From an optimization exercise on the open Yosys and OpenROAD flow, aimed at small area; shortcuts taken in it are not production practice. At most, simulation tests tie the RTL to the original design; equivalence was not proved. Only the layout flow was run in run 1; the RTL was not checked for function there. The flow treats the clock pin as an ideal source. Dropping or thinning the clock tree relies on that and would not hold on a real chip. No activity file was given, so power comes from the tool's default toggle rates.

[flow/flow/filter_lib.py]
#!/usr/bin/env python3
"""Write a copy of a Liberty file without the given don't-use cells (names or glob
patterns), for OpenROAD's restructure, which reads the Liberty file itself."""
import fnmatch, re, sys

src, dst = sys.argv[1], sys.argv[2]
pats = sys.argv[3:] + ["*lpflow*", "*probe*"]
text = open(src).read()
out = []
pos = 0
cell_re = re.compile(r'^\s*cell\s*\(\s*"?([\w]+)"?\s*\)\s*\{', re.M)
for m in cell_re.finditer(text):
    if m.start() < pos:
        continue
    name = m.group(1)
    if not any(fnmatch.fnmatch(name, p) for p in pats):
        continue
    # find the end of this cell group by brace matching
    depth = 0
    i = m.end() - 1
    while True:
        c = text[i]
        if c == '{':
            depth += 1
        elif c == '}':
            depth -= 1
            if depth == 0:
                break
        i += 1
    out.append(text[pos:m.start()])
    pos = i + 1
out.append(text[pos:])
open(dst, "w").write("".join(out))
[flow/flow/run.sh]
#!/bin/bash
# Standard layout, with 1x port buffers, ABC's buffers removed, an area re-map of the
# logic after floorplanning, a one-buffer clock tree, and power recovery (downsizing
# off the critical path).
set -euo pipefail
here=$(pwd)
export BUFFER_PORTS_ARGS="-buffer_cell sky130_fd_sc_hd__buf_1"
export CTS_ARGS="-sink_clustering_enable -repair_clock_nets -dont_use_dummy_load -buf_list {sky130_fd_sc_hd__clkbuf_2 sky130_fd_sc_hd__clkbuf_4} -sink_clustering_size 40 -sink_clustering_max_diameter 100"
export FLAT_CLOCK_PORT=clk
export FLAT_CLOCK_CELL=sky130_fd_sc_hd__clkbuf_16
bash standard.sh REMOVE_ABC_BUFFERS=1 RECOVER_POWER=100 POST_FLOORPLAN_TCL=$here/flow/restructure.tcl POST_CTS_TCL=$here/flow/flatten_clock.tcl finish > make_finish.log 2>&1
[flow/constraint.sdc]
create_clock -name core_clock -period 10.0 [get_ports {clk}]
set_input_delay 2.0000 -clock core_clock [delete_from_list [all_inputs] [get_ports {clk}]]
set_output_delay 2.0000 -clock core_clock [all_outputs]
set_load 0.01 [all_outputs]
[flow/design.v]
`timescale 1ns / 1ps
module lcd_controller(
    input rst,
    input clk,
    input rs_in,
    input [7:0] data_in,
    input strobe_in,
    input [7:0] period_clk_ns,
    output lcd_e,
    output [3:0] lcd_nibble,
    output lcd_rs,
    output lcd_rw,
    output disable_flash,
    output done
    );
    localparam PH_WAIT = 2'd0, PH_WR = 2'd1, PH_STB = 2'd2, PH_LD = 2'd3;
    reg [2:0] idx;
    reg [1:0] ph;
    reg [19:0] cnt_n;    
    wire [19:0] cnt = ~cnt_n;
    reg [3:0] nib;
    wire [23:0] wcnt = {nib, cnt};
    wire ready = idx[2] & (idx[1] | idx[0]);
    wire [8:0] stab = cnt[8:0];
    wire [8:0] hold = cnt[17:9];
    wire active = stab[8] | stab[7] | stab[6] | (stab[5] & (stab[4] | stab[3]));
    wire hold_done = hold[8] | (hold[7] & hold[6] & hold[5] & hold[4]);
    wire stb = (ph == PH_STB);
    wire [9:0] lo_c;
    wire [8:0] lo_sum;
    assign lo_c[0] = 1'b0;
    genvar i;
    generate
        for (i = 0; i < 8; i = i + 1) begin : lo_fa
            assign lo_sum[i] = stab[i] ^ period_clk_ns[i] ^ lo_c[i];
            assign lo_c[i+1] = (stab[i] & period_clk_ns[i]) | (lo_c[i] & (stab[i] ^ period_clk_ns[i]));
        end
    endgenerate
    assign lo_sum[8] = stab[8] ^ lo_c[8];
    assign lo_c[9] = stab[8] & lo_c[8];
    wire [7:0] hi_add = period_clk_ns & {8{stb & active}};
    wire [11:0] hi_c;
    wire [10:0] hi_sum;
    assign hi_c[0] = lo_c[9] & ~stb;
    generate
        for (i = 0; i < 8; i = i + 1) begin : hi_fa
            assign hi_sum[i] = cnt[9+i] ^ hi_add[i] ^ hi_c[i];
            assign hi_c[i+1] = (cnt[9+i] & hi_add[i]) | (hi_c[i] & (cnt[9+i] ^ hi_add[i]));
        end
        for (i = 8; i < 11; i = i + 1) begin : hi_ha
            assign hi_sum[i] = cnt[9+i] ^ hi_c[i];
            assign hi_c[i+1] = cnt[9+i] & hi_c[i];
        end
    endgenerate
    wire stb_exit = active & hold_done;
    reg wait_done;
    always @* begin
        case (idx)
            3'd0: wait_done = (wcnt[23] & (wcnt[22] & (wcnt[21] & (wcnt[18] & (wcnt[15] & (wcnt[14] & (wcnt[13] & (wcnt[9] | (wcnt[8] & (wcnt[7] & wcnt[6]))))))))));
            3'd1: wait_done = (wcnt[21] & (wcnt[20] & (wcnt[19] & (wcnt[18] & (wcnt[17] & (wcnt[15] & (wcnt[12] | (wcnt[11] & (wcnt[10] & (wcnt[9] & (wcnt[8] & (wcnt[7] & (wcnt[6] | wcnt[5])))))))))))));
            3'd2: wait_done = (wcnt[16] & (wcnt[15] & (wcnt[10] & (wcnt[9] & (wcnt[8] | (wcnt[7] & (wcnt[6] | wcnt[5])))))));
            3'd3, 3'd7: wait_done = (wcnt[15] & (wcnt[12] & (wcnt[11] & (wcnt[10] & (wcnt[8] | (wcnt[7] | wcnt[6]))))));
            3'd4: wait_done = (wcnt[15] & (wcnt[14] & (wcnt[10] | (wcnt[9] & (wcnt[8] & (wcnt[7] | (wcnt[6] & (wcnt[5] | wcnt[4]))))))));
            default: wait_done = (wcnt[10] | (wcnt[9] & (wcnt[8] & (wcnt[7] & (wcnt[6] & (wcnt[5] & (wcnt[4] | wcnt[3])))))));
        endcase
    end
    assign lcd_rw = 1'b0;
    assign lcd_rs = rs_in;
    assign disable_flash = 1'b1;
    assign lcd_e = stb & (|hold);
    wire init_n1 = (idx != 3'd0) | stb;
    wire init_n0 = init_n1 & ~idx[2] & ~(idx[1] & idx[0] & stb);
    assign lcd_nibble = ready ? nib : {2'b00, init_n1, init_n0};
    wire ddone = (idx == 3'd7) & (ph == PH_WR);
    assign done = cnt[19] & (ph == PH_LD) & ~idx[1] & (idx[2] == idx[0]);
    wire load = (ph == PH_LD) | (ph == PH_WR) | ((ph == PH_STB) & stb_exit);
    always @(posedge clk) begin
        cnt_n[18:0] <= ~(load ? 19'd0 : {hi_sum[9:0], lo_sum});
        cnt_n[19] <= ~(ddone | (~rst & ~load & hi_sum[10]));
        if (ph == PH_WR && ready) begin
            if (idx == 3'd5)
                nib <= data_in[7:4];
            else if (idx == 3'd6)
                nib <= data_in[3:0];
        end else if (~ready & load)
            nib <= 4'd0;
        else if (hi_c[11])
            nib <= nib + 4'd1;
        if (rst) begin
            idx <= 3'd0;
            ph <= PH_LD;
        end else begin
            case (ph)
                PH_LD:
                    if (idx != 3'd5)
                        ph <= PH_WAIT;
                    else if (strobe_in)
                        ph <= PH_WR;
                PH_WAIT:
                    if (wait_done)
                        ph <= PH_WR;
                PH_WR: begin
                    if (idx == 3'd4 || idx == 3'd7) begin
                        idx <= 3'd5;
                        ph <= PH_LD;
                    end else
                        ph <= PH_STB;
                end
                PH_STB:
                    if (stb_exit) begin
                        idx <= idx + 3'd1;
                        ph <= (idx[2]) ? PH_WAIT : PH_LD;
                    end
            endcase
        end
    end
endmodule
[flow/config.mk]
export PLATFORM = sky130hd
export DESIGN_NAME = lcd_controller
export DESIGN_NICKNAME = lcd_controller
export VERILOG_FILES = /design/flow/design.v
export SDC_FILE = /design/flow/constraint.sdc
export NUM_CORES = 4
export LEC_CHECK = 0
export CAP_MARGIN = 20
export CORE_MARGIN = 2
export CORE_UTILIZATION = 40
export CTS_BUF_LIST = sky130_fd_sc_hd__clkbuf_2 sky130_fd_sc_hd__clkbuf_4
export CTS_CLUSTER_DIAMETER = 100
export CTS_CLUSTER_SIZE = 40
export SLEW_MARGIN = 20
[flow/standard.sh]
#!/bin/bash
# synth_recipe.tcl (not shown) runs the flow's synth.tcl, then flattens the netlist and writes it again
# the make line also repeats each setting of config.mk as NAME=value (left out here)
make -C /OpenROAD-flow-scripts/flow DESIGN_CONFIG=/design/flow/config.mk WORK_HOME=/design/flow/orfs CLKGATE_MAP_FILE= SYNTH_SCRIPT=/design/flow/synth_recipe.tcl "${@:-finish}"
[flow/flow/restructure.tcl]
# Area recovery: re-map the combinational logic with ABC after floorplanning.
# restructure reads the Liberty file itself, so give it a copy without the
# platform's don't-use cells.
set rmp_dir $::env(LOG_DIR)/rmp
file mkdir $rmp_dir
set rmp_lib $::env(OBJECTS_DIR)/rmp_allowed.lib
exec python3 [file join [file dirname [info script]] filter_lib.py] \
  [lindex $::env(LIB_FILES) 0] $rmp_lib {*}$::env(DONT_USE_CELLS) >& $rmp_dir/filter_lib.log
restructure -target area -liberty_file $rmp_lib \
  -tielo_port sky130_fd_sc_hd__conb_1/LO -tiehi_port sky130_fd_sc_hd__conb_1/HI \
  -work_dir $rmp_dir -abc_logfile $rmp_dir/abc.log
[flow/flow/flatten_clock.tcl]
# After CTS: the design has few flip-flops, so drive them all from one clock
# buffer. The leaf buffers that CTS put under the root buffer are removed, their
# sinks moved onto the root buffer's net, and the root buffer resized.
set block [ord::get_db_block]
set clk_net [$block findNet $::env(FLAT_CLOCK_PORT)]
set roots {}
foreach it [$clk_net getITerms] {
  if {[$it isInputSignal]} { lappend roots [$it getInst] }
}
puts "flatten_clock: [llength $roots] cells on the clock port"
if {[llength $roots] == 1} {
  set root [lindex $roots 0]
  set root_out {}
  foreach it [$root getITerms] {
    if {[$it isOutputSignal]} { set root_out [$it getNet] }
  }
  set moved 0
  set removed 0
  foreach it [$root_out getITerms] {
    set inst [$it getInst]
    if {$inst == $root} { continue }
    if {![string match "*clkbuf*" [[$inst getMaster] getName]]} { continue }
    set leaf_out {}
    foreach lt [$inst getITerms] {
      if {[$lt isOutputSignal]} { set leaf_out [$lt getNet] }
    }
    if {$leaf_out == {}} { continue }
    foreach st [$leaf_out getITerms] {
      if {[$st getInst] == $inst} { continue }
      $st disconnect
      $st connect $root_out
      incr moved
    }
    foreach lt [$inst getITerms] { $lt disconnect }
    odb::dbInst_destroy $inst
    odb::dbNet_destroy $leaf_out
    incr removed
  }
  puts "flatten_clock: removed $removed leaf buffers, moved $moved sinks"
  replace_cell [$root getName] $::env(FLAT_CLOCK_CELL)
  detailed_placement
  estimate_parasitics -placement
  report_clock_min_period
}
==> results.py, run 1 <==
metrics = {
    "critical_path": {
        "reg2reg_from": "cnt_n[0]",
        "r2r_cells": 36,
        "crit_type": "input pin to flop",
        "r2r_slack_ps": 3030,
        "setup.worst_path.start": "period_clk_ns[0]",
        "crit_end": "nib[0]",
        "critPathLaunchType": "input pin",
        "crit_path_top_delay_cell": "o32ai_1",
        "crit_arrival_ps": 8510,
        "end_kind": "flop",
        "critPathMostFrequentCell": "nor2_1",
        "worst_r2r_endpoint": "nib[0]",
        "cp.required_ps": 9860,
        "critPathMaxFanout": 4,
        "max_stage_delay_ps": 400,
    },
    "clocking": {
        "clkLatencyLatePin_ps": 170,
        "clkTransAtPathRegs_ps": 120,
        "clock-sinks": 29,
    },
    "sta": {
        "period_minus_slack_ps": 8650,
        "hold_ws_ps": 481,
        "rsz0062_at_grt": "false",
        "worst_slew_pin_slew_ps": 944,
        "finalSetupViolCount": 0,
        "finalCritPeriodShare": 0.865,
        "skew_ps": 7.13,
        "tns_ps": 0,
        "max_freq_ghz": 0.116,
        "slew_violations": 0,
        "slew_headroom": 0.371,
        "final-hold-violation-count": 0,
    },
    "route": {
        "drt_iter0_markers": 256,
        "avgRoutedWirePerCell_um": 12.5,
        "via_count": 1966,
        "drc_errors": 0,
        "ant_nets": 0,
        "routed_wl_um": 4450,
        "drtPass1Iterations": 5,
        "vias_per_cell": 5.51,
    },
    "synthesis": {
        "async_flop_share": 0,
        "seq_area_frac_synth": 0.300,
        "syn_inst": 226,
        "yosys_warnings": 1,
        "synth-edff-count": 4,
        "ys_seq_elements": 29,
        "dominantRegCellSynth": "dfxtp_1",
        "synth_cell_types": 49,
        "avgSynthCellArea_um2": 9.14,
        "syn_area_um2": 2070,
    },
    "die": {
        "die_width_um": 75.9,
        "design.core.area_um2": 5040,
        "chipHeight_um": 75.9,
        "start_util": 0.410,
        "rows": 26,
        "io_pins": 29,
        "dieArea_um2": 5760,
    },
    "global_routing": {
        "grt_start_max_net_pins": 30,
        "globalRoute.totalOverflow": 0,
        "grt_pass1_vias": 1635,
        "grt_usage": 0.178,
        "grt_pass1_wl_um": 7350,
        "antenna_found_initial": 0,
    },
    "final_layout": {
        "diodes": 0,
        "final_core_util": 0.400,
        "final_design_area_no_fill_um2": 2020,
        "syn_to_final_growth_pct": -2.42,
        "final_layout_size_suffix_gt1_frac": 0.00348,
        "fin_nets": 309,
        "fin_cells": 357,
    },
    "power": {
        "p_leak_nw": 0.627,
        "peakVddDrop_v": 0.000117,
        "power_density_nw_per_um2": 265,
    },
    "place": {
        "place.gp.congestion": 0.873,
        "hpwlAfterDp_um": 3430,
        "portBuffers": 24,
        "place_inst": 356,
        "place_area_um2": 1990,
    },
    "hold_path": {
        "hp-class": "flop to flop",
        "whs_path_depth": 2,
    },
    "run_status": {
        "outcome": "finished clean",
    },
    "job": {
        "max-cap-violations": 0,
    },
}
layout make-up:
| type | instances | area [um2] |
|---|---|---|
| sequential | 29 | 621 |
| timing repair buffer | 25 | 93.8 |
| clock buffer | 1 | 25.0 |
| inverter | 51 | 191 |
| tap | 70 | 87.6 |
| multi-input combinational | 181 | 997 |
| fill | 551 | 3030 |
layer usage:
metal / routed length (um) / global-route usage
met1: 2180 / 0.274
met2: 1980 / 0.276
met3: 251 / 0.0119
met4: 41 / 0.0253
met5: 0 / 0
cell usage after synthesis, drive strengths merged (2+ instances only):
cell type  count  area, um2
edfxtp         4        120
fa            15        300
o211ai         2       15.0
o211a          2       20.0
nand2         33        124
nand4b         2       17.5
nand2b         5       31.3
o22ai          4       25.0
inv           31        116
ha            16        200
mux2i          4       40.0
dfxtp         25        500
xnor2          3       26.3
nand3          6       30.0
o21ai          9       45.0
a21o           2       15.0
o22a           2       17.5
a21oi          6       30.0
nor2           6       22.5
a32oi          2       17.5
and2          10       62.6
conb           2       7.51
nor4           4       25.0
buf            7       45.0
nor2b          2       12.5
worst max-delay path, delay by kind of cell:
family | cells | cell delay, ps
AOI/OAI and AO/OA | 14 | 2330
buffers and inverters | 3 | 290
and+or+nand+nor | 21 | 3900
cell usage in the layout, fill, tap and decap left out:
master,synthesis,final
nor4_1,4,2
clkbuf_16,0,1
nand2_1,33,14
a2bb2oi_1,0,1
nor2_1,6,40
a21oi_1,6,6
o22ai_1,4,16
a21o_1,2,2
buf_1,0,24
edfxtp_1,4,4
nand3_1,6,5
clkbuf_1,1,1
a311o_1,0,1
nand4_1,1,5
and2_0,0,1
o221ai_1,1,2
o21ai_0,8,31
or2_0,0,1
o311ai_0,0,14
a311oi_1,0,1
o211ai_1,2,3
a31oi_1,0,5
o21bai_1,0,2
o32ai_1,0,1
nor3_1,1,15
o21a_1,1,5
nor2b_1,2,1
a22oi_1,1,2
clkinv_1,0,51
o22a_1,2,1
o2111ai_1,0,2
conb_1,2,2
dfxtp_1,25,25
registers in the layout (all words and copies together) (netlist names):
name / cells
cnt_n: 20
idx: 3
nib: 4
ph: 2
metrics by stage:
stage | power (mW) | worst slack [ps]
final | 0.534 | 1350
after global routing | 0.588 | 87.6
after detailed placement | 0.484 | 1220
after global placement | 0.480 | 1380
after floorplan | 0.395 | 1140
report_power, final:
part           switching (mW)  internal (mW)  total (mW)
combinational           0.178         0.0931       0.271
sequential             0.0470          0.166       0.213
clock                  0.0318         0.0187      0.0505
how the worst min path moves through the flow:
stage | startpoint | end | slack [ps]
after floorplan | idx[1] | idx[1] | 510
after global placement | cnt_n[0] | cnt_n[0] | 460
after detailed placement | cnt_n[0] | cnt_n[0] | 450
after global routing | cnt_n[0] | cnt_n[0] | 520
final | cnt_n[0] | cnt_n[0] | 480
cell families (layout without fill, tap and decap cells):
logic type,after synthesis,in the layout,synth area share
compound gates,42,95,0.156
xor+xnor,3,0,0.0127
fa+ha+maj,31,0,0.242
buf+inv,39,77,0.0799
flops,29,29,0.300
mux,4,0,0.0194
other cells,2,2,0.00364
simple gates,76,84,0.186
==> run 2: changes to the inputs <==
--- a/flow/design.v
+++ b/flow/design.v
@@ -16,8 +16,9 @@
     localparam PH_WAIT = 2'd0, PH_WR = 2'd1, PH_STB = 2'd2, PH_LD = 2'd3;
     reg [2:0] idx;
     reg [1:0] ph;
-    reg [19:0] cnt_n;    
-    wire [19:0] cnt = ~cnt_n;
+    reg [19:9] cnt_hi;
+    reg [8:0] cnt_lo_n;    
+    wire [19:0] cnt = {cnt_hi, ~cnt_lo_n};
     reg [3:0] nib;
     wire [23:0] wcnt = {nib, cnt};
     wire ready = idx[2] & (idx[1] | idx[0]);
@@ -75,8 +76,9 @@
     assign done = cnt[19] & (ph == PH_LD) & ~idx[1] & (idx[2] == idx[0]);
     wire load = (ph == PH_LD) | (ph == PH_WR) | ((ph == PH_STB) & stb_exit);
     always @(posedge clk) begin
-        cnt_n[18:0] <= ~(load ? 19'd0 : {hi_sum[9:0], lo_sum});
-        cnt_n[19] <= ~(ddone | (~rst & ~load & hi_sum[10]));
+        cnt_hi[18:9] <= load ? 10'd0 : hi_sum[9:0];
+        cnt_lo_n <= ~(load ? 9'd0 : lo_sum);
+        cnt_hi[19] <= ddone | (~rst & ~load & hi_sum[10]);
         if (ph == PH_WR && ready) begin
             if (idx == 3'd5)
                 nib <= data_in[7:4];
==> results.py, run 2 <==
metrics = {
    "sta": {
        "skew_ps": 3.66,
        "period_minus_slack_ps": 8220,
        "worst_slew_pin_slew_ps": 969,
        "max_freq_ghz": 0.122,
        "finalCritPeriodShare": 0.822,
        "final-hold-violation-count": 0,
        "slew_headroom": 0.352,
        "setup_ws_ps": 1780,
        "slew_violations": 0,
        "finalSetupViolCount": 0,
        "rsz0062_at_grt": "false",
        "tns_ps": 0,
    },
    "synthesis": {
        "ys_seq_elements": 29,
        "yosys.area.top_type_share": 0.241,
        "seq_area_frac_synth": 0.298,
        "ys_top_cells_by_count": "dfxtp_1, inv_1, nand2_1",
        "yosysMostFrequentCell": "dfxtp_1",
        "async_flop_share": 0,
        "synthTopCellsByArea": "dfxtp_1, fa_1, ha_1",
        "synth-edff-count": 4,
        "syn_area_um2": 2080,
        "yosysTopAreaCell": "dfxtp_1",
        "dominantRegCellSynth": "dfxtp_1",
        "yosys_warnings": 1,
        "avgSynthCellArea_um2": 9.54,
        "syn_inst": 218,
        "synth_cell_types": 55,
    },
    "route": {
        "drc_errors": 0,
        "avgRoutedWirePerCell_um": 12.3,
        "drt_iter0_markers": 192,
        "drtPass1Iterations": 5,
        "routed_wl_um": 4280,
        "via_count": 1846,
        "ant_nets": 0,
        "vias_per_cell": 5.30,
    },
    "critical_path": {
        "r2r_cells": 36,
        "r2r_slack_ps": 3450,
        "critPathMaxFanout": 4,
        "cp.required_ps": 9880,
        "setup.worst_path.start": "period_clk_ns[0]",
        "crit_arrival_ps": 8100,
        "reg2reg_from": "cnt_lo_n[0]",
        "crit_type": "input pin to flop",
        "critPathLaunchType": "input pin",
        "crit_path_top_delay_cell": "o32ai_1",
        "worst_r2r_endpoint": "nib[2]",
        "max_stage_delay_ps": 330,
        "end_kind": "flop",
        "critPathMostFrequentCell": "o21ai_0",
    },
    "global_routing": {
        "grt_pass1_wl_um": 7190,
        "grt_pass1_vias": 1645,
        "globalRoute.totalOverflow": 0,
        "antenna_found_initial": 0,
        "grt_usage": 0.164,
        "grt_start_max_net_pins": 30,
    },
    "die": {
        "start_util": 0.410,
        "design.core.area_um2": 5070,
        "dieArea_um2": 5800,
        "die_width_um": 76.1,
        "io_pins": 29,
        "rows": 26,
        "chipHeight_um": 76.1,
    },
    "final_layout": {
        "largest_register_ff_count": 11,
        "syn_to_final_growth_pct": -3.85,
        "layout_commonest_cell": "clkinv_1",
        "fin_nets": 300,
        "reg_top3": "cnt_hi: 11 flops, cnt_lo_n: 9 flops, nib: 4 flops",
        "final_layout_size_suffix_gt1_frac": 0.00360,
        "mostFrequentLayoutCells": "clkinv_1, o21ai_0, nor2_1",
        "final_core_util": 0.394,
        "diodes": 0,
        "regMostFlops": "cnt_hi",
    },
    "hold_path": {
        "hp-class": "flop to flop",
        "hold_start": "cnt_lo_n[0]",
        "min_to": "cnt_lo_n[0]",
        "whs_path_depth": 2,
    },
    "power": {
        "report.power.total_mw": 0.527,
        "p_leak_nw": 0.633,
        "power_density_nw_per_um2": 264,
        "peakVddDrop_v": 0.0000997,
    },
    "place": {
        "hpwlAfterDp_um": 3400,
        "place.gp.congestion": 0.864,
        "dp_slack_ps": 1650,
        "portBuffers": 24,
    },
    "clocking": {
        "clkTransAtPathRegs_ps": 110,
        "clock-sinks": 29,
        "clkLatencyLatePin_ps": 170,
    },
    "job": {
        "max-cap-violations": 0,
    },
    "run_status": {
        "outcome": "finished clean",
    },
}
## run 2: cell count changes after synthesis, moves of 3 or more
cell and change:
nand2_1 -13, and2_1 +9, inv_1 -8, o21ai_0 -7, nor3_1 +6, nor2_1 +4, buf_2 -3, clkbuf_1 +3
## run 2: area by class of cell
type	instances	area [um2]
Multi-Input combinational cell	177	1000
Timing Repair Buffer	24	90.1
Tap cell	70	87.6
Inverter	47	176
Sequential cell	29	621
Fill cell	567	3070
Clock buffer	1	25.0
## run 2: worst max-delay path: cells and delay by family
family	cells	cell delay, ps
simple gates	18	3180
compound gates	17	2640
buf+inv	3	280
## run 2: report_power, final
part | total, mW | switching (mW) | leakage, nW | internal (mW)
Clock | 0.0486 | 0.0300 | 0.0123 | 0.0186
Sequential | 0.214 | 0.0473 | 0.247 | 0.166
Combinational | 0.265 | 0.175 | 0.374 | 0.0905
Total | 0.527 | 0.252 | 0.633 | 0.276
## run 2: stage by stage
| step | std cells | hold slack [ps] | cell area (um2) |
|---|---|---|---|
| finish | 348 | 484 | 2000 |
| global route | 348 | 535 | 2000 |
| detailed placement | 347 | 460 | 1980 |
| global placement | 347 | 451 | 1980 |
| floorplan | 211 | 507 | 2040 |
## run 2: worst max-delay path by stage
stage	endpoint	slack, ps	cells after the start
6_report	nib[2]	1780	38
3_5_place_dp	nib[3]	1650	38
3_3_place_gp	nib[3]	1820	38
2_1_floorplan	nib[0]	1200	26
5_1_grt	nib[2]	600	38
## run 2: logic make-up (layout without fill, tap and decap cells)
family,Yosys count,after routing,synth area share
AND/OR/NAND/NOR,80,81,0.211
AO/OA/AOI/OAI,36,94,0.147
buffers and inverters,32,72,0.0631
adder cells (fa/ha/maj),31,0,0.241
flip-flops,29,29,0.298
multiplexers,5,0,0.0241
XOR/XNOR,3,0,0.0126
other,2,2,0.00361
## run 2: metal layers
layer | vias to the layer above | GRT usage | wire, um
li1 | 981 | - | -
met1 | 816 | 0.237 | 2150
met2 | 43 | 0.272 | 1940
met3 | 6 | 0.0118 | 156
met4 | 0 | 0.0309 | 38
met5 | - | 0 | 0

static timing again, ports no longer ideal:
No port has a modelled driver above. Below, the same layouts with a new extraction and two added sets of constraints.
Step 1 (the two cells are an assumption about what drives the block):
set clk [get_ports {clk}]
set_driving_cell -lib_cell sky130_fd_sc_hd__clkbuf_16 $clk
set_driving_cell -lib_cell sky130_fd_sc_hd__buf_2 [delete_from_list [all_inputs] $clk]
Step 2 times the ports against the registers' clock, not the clock port: input delays grow and output delays shrink by t, the midpoint of the rising clock arrivals with the driver on.
Three values: ideal, step 1, step 2; two values: the first two.
| run | t, ns | setup slack, ns | worst setup path after step 2 | clock arrival spread, ns |
|---|---|---|---|---|
| run 1 | 0.198 | 1.348 / 1.352 / 1.154 | input to register | 0.008 / 0.007 |
| run 2 | 0.195 | 1.776 / 1.782 / 1.587 | input to register | 0.003 / 0.004 |
After both steps setup and hold are still met in every run listed. For run 1, which loses most, drivers alone change the setup slack by +0.004 ns; drivers and shift together by -0.194 ns.
